From an optimization exercise on the open Yosys and OpenROAD flow, aimed at small area and a short achievable clock period; shortcuts taken in it are not production practice. Only simulation tests tie the RTL to the original design; equivalence was not proved.

## top
module top (input logic clk, rst,
            input logic enable, din,
            input logic signed [10:0] x,
            output logic signed [11:0] q,
            output logic spike);
logic [13:0] x7;
logic [16:0] x33;
logic s1_0_s;
logic s1_0_c;
logic s1_1_s;
logic s1_1_c;
logic s1_2_s;
logic s1_2_c;
logic s1_3_s;
logic s1_3_c;
logic s1_4_s;
logic s1_4_c;
logic s1_5_s;
logic s1_5_c;
logic s1_6_s;
logic s1_6_c;
logic s1_7_s;
logic s1_7_c;
logic s1_8_s;
logic s1_8_c;
logic s1_9_s;
logic s1_9_c;
logic s1_10_s;
logic s1_10_c;
logic s1_11_s;
logic s1_11_c;
logic s1_12_s;
logic s1_12_c;
logic s1_13_s;
logic s1_13_c;
logic s1_14_s;
logic s1_14_c;
logic s1_15_s;
logic s1_15_c;
logic s1_16_s;
logic s1_16_c;
logic s1_17_s;
logic s1_17_c;
logic s1_18_s;
logic s1_18_c;
logic s1_19_s;
logic s1_19_c;
logic s1_20_s;
logic s1_20_c;
logic s1_21_s;
logic s1_21_c;
logic s1_22_s;
logic s1_22_c;
logic s1_23_s;
logic s1_23_c;
logic s1_24_s;
logic s1_24_c;
logic s1_25_s;
logic s1_25_c;
logic s1_26_s;
logic s1_26_c;
logic s1_27_s;
logic s1_27_c;
logic s1_28_s;
logic s1_28_c;
logic s1_29_s;
logic s1_29_c;
logic s1_30_s;
logic s1_30_c;
  ...
For scale: roughly 3400 cells after synthesis, ~400 flip-flops, ~28 I/O pins.
==> flow/config.mk <==
export PLATFORM = sky130hd
export DESIGN_NAME = top
export DESIGN_NICKNAME = top
export VERILOG_FILES = /design/flow/design.v
export SDC_FILE = /design/flow/constraint.sdc
export NUM_CORES = 4
export LEC_CHECK = 0
export ABC_AREA = 1
export CAP_MARGIN = 20
export CORE_MARGIN = 2
export CORE_UTILIZATION = 40
export SETUP_SLACK_MARGIN = 5
export SLEW_MARGIN = 60
export SYNTH_HIERARCHICAL = 1
export SYNTH_MINIMUM_KEEP_SIZE = 0
==> flow/constraint.sdc <==
create_clock -name core_clock -period 12.0 [get_ports {clk}]
set_input_delay 2.4000 -clock core_clock [delete_from_list [all_inputs] [get_ports {clk}]]
set_output_delay 2.4000 -clock core_clock [all_outputs]
set_load 0.01 [all_outputs]
standard.sh (not shown) runs the stock make flow with config.mk's settings and CLKGATE_MAP_FILE= SYNTH_SCRIPT=/design/flow/synth_recipe.tcl, a recipe that flattens the netlist after the stock synthesis.
==> flow/flow/run.sh <==
#!/bin/bash
# Standard ORFS layout (the standard.sh), with timing repair aimed at a
# setup slack of 8.6 ns at the design's 12 ns clock, so that the resizer keeps
# improving paths that already meet 12 ns.  Logs: standard.log and orfs/logs.
set -euo pipefail
bash standard.sh SETUP_SLACK_MARGIN=8.6 BUFFER_PORTS_ARGS="-buffer_cell sky130_fd_sc_hd__buf_2" finish > standard.log 2>&1
Then changed:
==> flow/flow/run.sh (replaced) <==
#!/bin/bash
# Standard ORFS layout (the standard.sh), with timing repair aimed at a
# setup slack of 8.3 ns at the design's 12 ns clock, so that the resizer keeps
# improving paths that already meet 12 ns.  Logs: standard.log and orfs/logs.
set -euo pipefail
bash standard.sh SETUP_SLACK_MARGIN=8.3 TNS_END_PERCENT=30 BUFFER_PORTS_ARGS="-buffer_cell sky130_fd_sc_hd__buf_2" finish > standard.log 2>&1
- SLEW_MARGIN: 60 -> 20
Effect: Cell count goes down by 1.6%; via count drops by 2.6%; maximum frequency decreases by 0.51%; core utilization came out lower by 3.6 points; worst setup slack got worse by 0.019 ns; count of clock-buffer cells in the layout went down by 2; cell area shrinks by 7.3%; worst hold slack degrades by 0.0041 ns; register-to-register slack barely changes; flip-flop and latch count is unchanged.


Another version of the RTL of top (not shown whole).
Size in the first run: roughly 3400 cells after synthesis, roughly 28 I/O pins, ~30000 um2 of cells after synthesis.
Settings: LEC_CHECK=0, ABC_AREA=1, CAP_MARGIN=20, CORE_MARGIN=2, CORE_UTILIZATION=40, SETUP_SLACK_MARGIN=5, SLEW_MARGIN=60, SYNTH_HIERARCHICAL=1, SYNTH_MINIMUM_KEEP_SIZE=0; clock period 12.0 ns.
==> flow/flow/run.sh <==
#!/bin/bash
# Standard ORFS layout (the standard.sh), with timing repair aimed at a
# setup slack of 8.2 ns at the design's 12 ns clock, so that the resizer keeps
# improving paths that already meet 12 ns.  Logs: standard.log and orfs/logs.
set -euo pipefail
bash standard.sh SETUP_SLACK_MARGIN=8.2 TNS_END_PERCENT=30 BUFFER_PORTS_ARGS="-buffer_cell sky130_fd_sc_hd__buf_2" finish > standard.log 2>&1
The first run completed with no timing, DRC or antenna violations.
Edit:
==> flow/flow/run.sh (replaced) <==
#!/bin/bash
# Standard ORFS layout (the standard.sh), with timing repair aimed at a
# setup slack of 8.3 ns at the design's 12 ns clock, so that the resizer keeps
# improving paths that already meet 12 ns.  Logs: standard.log and orfs/logs.
set -euo pipefail
bash standard.sh SETUP_SLACK_MARGIN=8.3  BUFFER_PORTS_ARGS="-buffer_cell sky130_fd_sc_hd__buf_2" finish > standard.log 2>&1
Settings changed: SLEW_MARGIN 60 to 20.
Effect: The new run produced a clean layout. Final area increases by a few percent. Core utilization is higher by 1.6 points. Synthesized cell count stays the same. Register-to-register slack improved by 0.12 ns.
Edit:
==> flow/flow/run.sh (replaced) <==
#!/bin/bash
# Standard ORFS layout (the standard.sh), with timing repair aimed at a
# setup slack of 8.2 ns at the design's 12 ns clock, so that the resizer keeps
# improving paths that already meet 12 ns.  Logs: standard.log and orfs/logs.
set -euo pipefail
bash standard.sh SETUP_SLACK_MARGIN=8.2  BUFFER_PORTS_ARGS="-buffer_cell sky130_fd_sc_hd__buf_2" finish > standard.log 2>&1
Settings changed: CTS_BUF_LIST set to sky130_fd_sc_hd__clkbuf_4 sky130_fd_sc_hd__clkbuf_8, CTS_CLUSTER_SIZE set to 20.
What happened:
- The new run completed with no timing, DRC or antenna violations
- setup slack got worse by 0.027 ns
- via count is lower by 1.2%
- area after synthesis stays the same
- cell area is lower by 3.4%
- worst hold slack improved by 0.0034 ns
Edit:
==> flow/flow/run.sh (replaced) <==
#!/bin/bash
# Standard ORFS layout (the standard.sh), with timing repair aimed at a
# setup slack of 8.3 ns at the design's 12 ns clock, so that the resizer keeps
# improving paths that already meet 12 ns.  Logs: standard.log and orfs/logs.
set -euo pipefail
bash standard.sh SETUP_SLACK_MARGIN=8.3  BUFFER_PORTS_ARGS="-buffer_cell sky130_fd_sc_hd__buf_2" finish > standard.log 2>&1
Settings changed: ABC_AREA 1 to not set, CTS_BUF_LIST sky130_fd_sc_hd__clkbuf_4 sky130_fd_sc_hd__clkbuf_8 to not set, CTS_CLUSTER_SIZE 20 to not set.
Outcome: Routed wire length drops by about 2%. Worst setup slack degrades by 0.29 ns. Count of clock-buffer cells in the layout drops by 42. Via count fell by about 9%. Area after synthesis falls by about 2.5%. Core utilization came out higher by 3.2 points.

[port drivers added, routing unchanged]
In the flow no input, the clock included, has a driving cell. The finished layouts below were timed again as built, in two steps. Step 1, drivers: a clkbuf_16 drives clk and a buf_2 each remaining input, both assumed. Step 2 moves the port delays by t, midway between the first and last clock arrival at a register: inputs arrive t later, outputs are due t later. That takes back most of the time a late clock gives input paths. Three values: ideal, step 1, step 2; two values: the first two.
run	t (ns)	setup WS [ns]	worst slew at a driven data input, ns
the first run of note 1	0.648	8.366 / 8.366 / 7.816	0.06
the second run of note 1	0.647	8.347 / 8.358 / 7.745	0.04
the first run of note 2	0.657	8.265 / 8.265 / 7.642	0.06
the second run of note 2	0.643	8.389 / 8.389 / 7.797	0.06
the third run of note 2	0.703	8.362 / 8.362 / 7.695	0.04
the fourth run of note 2	0.649	8.070 / 8.070 / 7.671	0.06
After both steps every run listed still meets setup and hold. For the third run of note 2, which loses most, drivers alone change the setup slack by 0.000 ns; drivers and shift together by -0.667 ns.
